Context: an optimization exercise on an open-source flow, tuned for small area and few clock cycles. The choices shown serve that exercise and are no tape-out recipe. Where RTL was checked, it was by simulation tests only, not by an equivalence proof against the original.

## run E
==> module ELA, before the edit <==
module ELA(clk, rst, ready, in_data, data_rd, req, wen, addr, data_wr, done);
	input				clk;
	input				rst;
	input				ready;
	input		[7:0]	in_data;
	input		[7:0]	data_rd;
	output				req;
	output				wen;
	output		[12:0]	addr;
	output		[7:0]	data_wr;
	output				done;
reg				mode;
reg		[1:0]	ph;
reg		[6:0]	cnt;
reg		[4:0]	n;
reg				fin;
reg		[7:0]	UA, UB;			 
reg		[7:0]	R0, R1, R2, R3;	 
reg		[7:0]	best_q;			 
reg				best_c;
reg		[7:0]	best_v;			 
reg				eq;				 
reg		[10:0]	tot;			 
function [8:0] add8;			 
	input	[7:0]	a;
	input	[7:0]	b;
	input			ci;
	integer			k;
	reg				c;
	begin
		c = ci;
		for (k = 0; k < 8; k = k + 1) begin
			add8[k] = a[k] ^ b[k] ^ c;
			c = (a[k] & b[k]) | (c & (a[k] ^ b[k]));
		end
		add8[8] = c;
	end
endfunction
function [10:0] add11;			 
	input	[10:0]	a;
	input	[10:0]	b;
	input			ci;
	integer			k;
	reg				c;
	begin
		c = ci;
		for (k = 0; k < 11; k = k + 1) begin
			add11[k] = a[k] ^ b[k] ^ c;
			c = (a[k] & b[k]) | (c & (a[k] ^ b[k]));
		end
	end
endfunction
function [7:0] inc8;			 
	input	[7:0]	a;
	input			ci;
	integer			k;
	reg				c;
	begin
		c = ci;
		for (k = 0; k < 8; k = k + 1) begin
			inc8[k] = a[k] ^ c;
			c = a[k] & c;
		end
	end
endfunction
wire	[7:0]	cnt_i8 = inc8({1'b0, cnt}, 1'b1);
wire	[6:0]	cnt_inc = cnt_i8[6:0];
wire	[7:0]	row_i8 = inc8({3'b000, n}, ph[1]);
wire			cnt_hi = &cnt[6:1];
wire			cnt_last = cnt_hi & cnt[0];		 
wire			cnt_126 = cnt_hi & ~cnt[0];
wire			cnt_125 = (cnt == 7'd125);
wire			edge_x = (cnt == 7'd0) | cnt_last;
assign done    = mode & ph[1] & ph[0];
assign req     = ~mode & ph[1] & cnt_hi & (cnt[0] ^ ph[0]);
assign wen     = (ph != 2'd0) & ~done;
assign addr    = {row_i8[4:0], ph[0], ph[0] ? cnt : cnt_inc};
wire	[7:0]	opa = UA;
wire	[7:0]	opb = R0;
wire	[8:0]	t   = add8(opa, ~opb, 1'b0);
wire			c   = t[8];
wire	[7:0]	q   = t[7:0] ^ {8{~c}};
wire	[8:0]	s   = add8(opa, opb, 1'b0);
wire	[8:0]	y   = add8(q, ~best_q, c);
wire			y1s = &y[7:0];
wire			y0s = ~|y[7:0];
wire			lt  = best_c ? ~y[8] : (~y[8] & ~y1s);
wire			eqd = best_c ? (y[8] & y0s) : (~y[8] & y1s);
wire	[10:0]	ts  = add11(tot, {2'b00, s}, ph[0] & s[0]);
wire			tie = eq & eqd & ~edge_x;
wire	[7:0]	res = tie ? ts[10:3] : ((~edge_x & lt) ? s[8:1] : best_v);
assign data_wr = ph[1] ? (mode ? R3 : in_data) : res;
always @(posedge clk) begin
	UA <= (ph == 2'd0) ? data_rd : UB;
	UB <= UA;
	R0 <= (ph == 2'd1) ? data_rd : R3;
	R1 <= R0;
	R2 <= R1;
	R3 <= R2;
end
always @(posedge clk) begin
	if (ph[1] || lt || eqd || edge_x) begin
		best_q <= q;
		best_c <= c;
		best_v <= s[8:1];
	end
	eq  <= eqd;
	tot <= ph[1] ? {3'b000, s[8:1]} : {ts[9:0], 1'b0};
end
always @(posedge clk or posedge rst) begin
	if (rst) begin
		mode <= 1'b0;
		ph   <= 2'd0;
		cnt  <= 7'd127;
		n    <= 5'd31;
		fin  <= 1'b0;
	end
	else if (!mode) begin
		case (ph)
		2'd0: if (ready) ph <= 2'd2;
		2'd2: begin
			if (cnt_126)
				ph <= 2'd3;
			else
				cnt <= cnt_inc;
		end
		2'd3: begin
			cnt <= cnt_inc;
			if (cnt_125) begin
				mode <= 1'b1;
				ph   <= 2'd1;
				n    <= row_i8[4:0];
				fin  <= 1'b1;
			end
		end
		default: ;
		endcase
	end
	else begin
		case (ph)
		2'd0: ph <= 2'd1;
		2'd1: begin
			if (fin && cnt_last) begin
				fin <= 1'b0;
				cnt <= 7'd126;
				if (n == 5'd30)
					ph <= 2'd3;
				else begin
					mode <= 1'b0;
					ph   <= 2'd3;
				end
			end
			else
				ph <= 2'd2;
		end
		2'd2: begin
			cnt <= cnt_inc;
			ph  <= 2'd0;
			if (cnt_126)
				fin <= ~fin;
		end
		default: ;
		endcase
	end
end
endmodule
export LEC_CHECK = 0
export CAP_MARGIN = 20
export CORE_MARGIN = 2
export CORE_UTILIZATION = 60
export CTS_BUF_LIST = sky130_fd_sc_hd__clkbuf_8
export CTS_CLUSTER_DIAMETER = 500
export CTS_CLUSTER_SIZE = 100
export SLEW_MARGIN = 20
create_clock -name core_clock -period 10.0 [get_ports {clk}]
standard.sh (not shown) runs the stock make flow with config.mk's settings and CLKGATE_MAP_FILE= SYNTH_SCRIPT=/design/flow/synth_recipe.tcl, a recipe that flattens the netlist after the stock synthesis.
==> flow/flow/run.sh <==
#!/bin/bash
# The standard layout (the standard.sh, standard synthesis included) with
# two changes that only affect buffering:
#  - the port buffers use the smallest buffer cell instead of the one
#    buffer_ports picks by default;
#  - clock tree synthesis inserts no dummy loads.
# Each tool's output goes to orfs/logs; this script's own output goes to
# flow_standard.log.
set -euo pipefail
cd "$(dirname "$0")/.."
bash standard.sh \
  "BUFFER_PORTS_ARGS=-buffer_cell sky130_fd_sc_hd__buf_1" \
  "CTS_ARGS=-sink_clustering_enable -repair_clock_nets -dont_use_dummy_load -buf_list sky130_fd_sc_hd__clkbuf_8 -sink_clustering_size 100 -sink_clustering_max_diameter 500" \
  finish > flow_standard.log 2>&1
Run E: done, clean on timing, DRC and antenna
Testbench counts of run E, summed over its fixed seeds: cycles 258,016.
diff inputs: run E => run A
--- a/flow/design.v
+++ b/flow/design.v
@@ -72,11 +72,12 @@
 wire			cnt_126 = cnt_hi & ~cnt[0];
 wire			cnt_125 = (cnt == 7'd125);
 wire			edge_x = (cnt == 7'd0) | cnt_last;
 assign done    = mode & ph[1] & ph[0];
 assign req     = ~mode & ph[1] & cnt_hi & (cnt[0] ^ ph[0]);
-assign wen     = (ph != 2'd0) & ~done;
+wire			lead = mode & (fin ? cnt_126 : (cnt_last & ph == 2'd1));
+assign wen     = (ph != 2'd0) & ~done & ~lead;
 assign addr    = {row_i8[4:0], ph[0], ph[0] ? cnt : cnt_inc};
 wire	[7:0]	opa = UA;
 wire	[7:0]	opb = R0;
 wire	[8:0]	t   = add8(opa, ~opb, 1'b0);
 wire			c   = t[8];
@@ -87,11 +88,11 @@
 wire			y0s = ~|y[7:0];
 wire			lt  = best_c ? ~y[8] : (~y[8] & ~y1s);
 wire			eqd = best_c ? (y[8] & y0s) : (~y[8] & y1s);
 wire	[10:0]	ts  = add11(tot, {2'b00, s}, ph[0] & s[0]);
 wire			tie = eq & eqd & ~edge_x;
-wire	[7:0]	res = tie ? ts[10:3] : ((~edge_x & lt) ? s[8:1] : best_v);
+wire	[7:0]	res = tie ? ts[10:3] : ((edge_x ? cnt[0] : lt) ? s[8:1] : best_v);
 assign data_wr = ph[1] ? (mode ? R3 : in_data) : res;
 always @(posedge clk) begin
 	UA <= (ph == 2'd0) ? data_rd : UB;
 	UB <= UA;
 	R0 <= (ph == 2'd1) ? data_rd : R3;
@@ -154,11 +155,11 @@
 			else
 				ph <= 2'd2;
 		end
 		2'd2: begin
 			cnt <= cnt_inc;
-			ph  <= 2'd0;
+			ph  <= (cnt_126 && !fin) ? 2'd1 : 2'd0;
 			if (cnt_126)
 				fin <= ~fin;
 		end
 		default: ;
 		endcase
Findings:
Per the comparison of run A with run E, floorplan die area moved up; met3 wire length rose by 71 µm; post-synthesis sequential area ratio -0.86 points. Run comparison: run A destination of the critical timing path data_wr[2]; run E destination of the critical timing path data_wr[7].
Function not checked in run A: the RTL went through the layout flow alone.

========
Another version of the RTL of ELA (not shown whole).
Size in the first run: roughly 370 cells after synthesis, roughly 85 flip-flops, about 43 I/O pins.
==> module ELA, before the edit <==
module ELA(clk, rst, ready, in_data, data_rd, req, wen, addr, data_wr, done);
	input				clk;
	input				rst;
	input				ready;
	input		[7:0]	in_data;
	input		[7:0]	data_rd;
	output				req;
	output				wen;
	output		[12:0]	addr;
	output		[7:0]	data_wr;
	output				done;
reg				mode;
reg		[1:0]	ph;
reg		[6:0]	cnt;
reg		[4:0]	n;
reg		[7:0]	U0, U1, U2;
reg		[7:0]	D0, D1;
reg		[7:0]	best_q;		 
reg				best_c;
reg		[7:0]	best_v;		 
reg				is3;		 
reg				eq;			 
reg		[10:0]	tot;		 
function [8:0] add8;			 
	input	[7:0]	a;
	input	[7:0]	b;
	input			ci;
	integer			k;
	reg				c;
	begin
		c = ci;
		for (k = 0; k < 8; k = k + 1) begin
			add8[k] = a[k] ^ b[k] ^ c;
			c = (a[k] & b[k]) | (c & (a[k] ^ b[k]));
		end
		add8[8] = c;
	end
endfunction
function [7:0] inc8;			 
	input	[7:0]	a;
	input			ci;
	integer			k;
	reg				c;
	begin
		c = ci;
		for (k = 0; k < 8; k = k + 1) begin
			inc8[k] = a[k] ^ c;
			c = a[k] & c;
		end
	end
endfunction
function [10:0] add11;			 
	input	[10:0]	a;
	input	[10:0]	b;
	integer			k;
	reg				c;
	begin
		c = 1'b0;
		for (k = 0; k < 11; k = k + 1) begin
			add11[k] = a[k] ^ b[k] ^ c;
			c = (a[k] & b[k]) | (c & (a[k] ^ b[k]));
		end
	end
endfunction
wire	[7:0]	cnt_i8 = inc8({1'b0, cnt}, 1'b1);
wire	[6:0]	cnt_inc = cnt_i8[6:0];
wire	[7:0]	row_i8 = inc8({3'b000, n}, ph[1]);
wire			cnt_last = (cnt == 7'd127);
wire			cnt_end = (cnt == 7'd126);
wire			edge_x = (cnt == 7'd0) | cnt_last;
assign done    = mode & ph[1] & ph[0];
assign req     = ~mode & ph[1] & cnt_last;
assign wen     = (ph != 2'd0) & ~done;
assign addr    = {row_i8[4:0], ph[0], ph[0] ? cnt : cnt_inc};
wire	[7:0]	opa = ph[1] ? U2 : (ph[0] ? U0 : D0);
wire	[7:0]	opb = ph[1] ? D1 : data_rd;
wire	[8:0]	t   = add8(opa, ~opb, 1'b0);
wire			c   = t[8];
wire	[7:0]	q   = t[7:0] ^ {8{~c}};
wire	[8:0]	s   = add8(opa, opb, 1'b0);
wire	[8:0]	y   = add8(q, ~best_q, c);
wire			y1s = &y[7:0];
wire			y0s = ~|y[7:0];
wire			lt  = best_c ? ~y[8] : (~y[8] & ~y1s);
wire			eqd = best_c ? (y[8] & y0s) : (~y[8] & y1s);
wire	[10:0]	tsum = add11(tot, {2'b00, s});
reg		[7:0]	res;
always @(*) begin
	if (edge_x)
		res = best_v;
	else if (eq & eqd)
		res = tsum[10:3];
	else if (lt | (eqd & is3))
		res = s[8:1];
	else
		res = best_v;
end
assign data_wr = ph[1] ? (mode ? D1 : in_data) : res;
always @(posedge clk) begin
	if (mode && ph == 2'd0) begin
		U0 <= U1;
		U1 <= U2;
		U2 <= data_rd;
	end
	if (mode && ph == 2'd1) begin
		D0 <= D1;
		D1 <= data_rd;
	end
end
always @(posedge clk) begin
	if (ph[1] || (!edge_x && lt)) begin
		best_q <= q;
		best_c <= c;
		best_v <= s[8:1];
		is3    <= ~ph[1];
	end
	eq  <= eqd;
	tot <= ph[1] ? {1'b0, s, 1'b0} : tsum;
end
always @(posedge clk or posedge rst) begin
	if (rst) begin
		mode <= 1'b0;
		ph   <= 2'd0;
		cnt  <= 7'd127;
		n    <= 5'd31;
	end
	else if (!mode) begin
		case (ph)
		2'd0: if (ready) ph <= 2'd2;
		2'd1: if (n == 5'd30) begin
				mode <= 1'b1;
				ph   <= 2'd3;
			end
			else
				ph <= 2'd3;
		default: begin
			cnt <= cnt_inc;
			if (cnt_end) begin
				if (!ph[0])
					ph <= 2'd3;
				else begin
					mode <= 1'b1;
					ph   <= 2'd0;
					n    <= row_i8[4:0];
				end
			end
		end
		endcase
	end
	else begin
		case (ph)
		2'd0: ph <= 2'd1;
		2'd1: ph <= 2'd2;
		2'd2: begin
			cnt <= cnt_inc;
			if (cnt_end) begin
				mode <= 1'b0;
				ph   <= 2'd1;
			end
			else
				ph <= 2'd0;
		end
		default: ;
		endcase
	end
end
endmodule
Settings: LEC_CHECK=0, CAP_MARGIN=20, CORE_MARGIN=2, CORE_UTILIZATION=40, SLEW_MARGIN=20; clock period 10.0 ns.
run.sh (not shown) runs the stock make flow with config.mk's settings and CLKGATE_MAP_FILE= SYNTH_SCRIPT=/design/flow/synth_recipe.tcl, a recipe that flattens the netlist after the stock synthesis.
Stock flow here: none of the scripts above is used.
The starting point finished but fails on negative setup slack.
==> next run, changes <==
--- a/flow/design.v
+++ b/flow/design.v
@@ -17,6 +17,5 @@
 reg		[7:0]	U0, U1, U2;
 reg		[7:0]	D0, D1;
-reg		[7:0]	best_q;		 
-reg				best_c;
+reg		[7:0]	best_d;		 
 reg		[7:0]	best_v;		 
 reg				is3;		 
@@ -76,13 +75,10 @@
 wire	[7:0]	opa = ph[1] ? U2 : (ph[0] ? U0 : D0);
 wire	[7:0]	opb = ph[1] ? D1 : data_rd;
-wire	[8:0]	t   = add8(opa, ~opb, 1'b0);
-wire			c   = t[8];
-wire	[7:0]	q   = t[7:0] ^ {8{~c}};
+wire	[8:0]	e   = add8(opa, ~opb, 1'b1);		 
+wire	[7:0]	d   = inc8(e[7:0] ^ {8{~e[8]}}, ~e[8]);
 wire	[8:0]	s   = add8(opa, opb, 1'b0);
-wire	[8:0]	y   = add8(q, ~best_q, c);
-wire			y1s = &y[7:0];
-wire			y0s = ~|y[7:0];
-wire			lt  = best_c ? ~y[8] : (~y[8] & ~y1s);
-wire			eqd = best_c ? (y[8] & y0s) : (~y[8] & y1s);
+wire	[8:0]	cmp = add8(d, ~best_d, 1'b1);		 
+wire			lt  = ~cmp[8];
+wire			eqd = ~|cmp[7:0];
 wire	[10:0]	tsum = add11(tot, {2'b00, s});
 reg		[7:0]	res;
@@ -111,6 +107,5 @@
 always @(posedge clk) begin
 	if (ph[1] || (!edge_x && lt)) begin
-		best_q <= q;
-		best_c <= c;
+		best_d <= d;
 		best_v <= s[8:1];
 		is3    <= ~ph[1];
The new run produced a layout that fails on negative setup slack.
Global-route usage increases by 0.52 points.
Setup slack got worse by 0.15 ns.
Sequential share of layout area decreases by 0.47 points.
Design area stays flat.
Utilization decreases by 2.0 points.
Routed wire length increases by 7.3%.
Maximum frequency decreases by 1.4%.
Via count increases by 7.3%.
Final cell count increases by 4.2%.
Die area increases by 2.8%.
Synthesized area increases by 2.9%.
No run of this note included a check of the RTL's function; only the layout flow was run.

## static timing again, ports no longer ideal
How much do the figures lean on ideal ports? The routed layouts below were timed once more, with nothing changed but the port constraints. Step 1, drivers: a clkbuf_16 drives clk and a buf_2 each remaining input, both assumed. Step 2 also shifts input and output timing later by t, the mid clock arrival at the registers, as if the neighbouring blocks saw the same clock. Three values: no drivers, after step 1, after step 2; two values: the first two.
| run | t, ns | setup WS [ns] | worst data-port slew with drivers (ns) |
|---|---|---|---|
| run E | 0.393 | 0.246 / 0.213 / 0.606 | 0.04 |
| run A | 0.374 | 0.306 / 0.273 / 0.648 | 0.03 |
| the first run of note 2 | 0.369 | -0.733 / -0.784 / -0.784 | 0.05 |
| the second run of note 2 | 0.379 | -0.886 / -0.923 / -0.923 | 0.05 |
The setup slack of the first run of note 2, which loses most, moves by -0.051 ns with the drivers and by -0.051 ns with both steps.
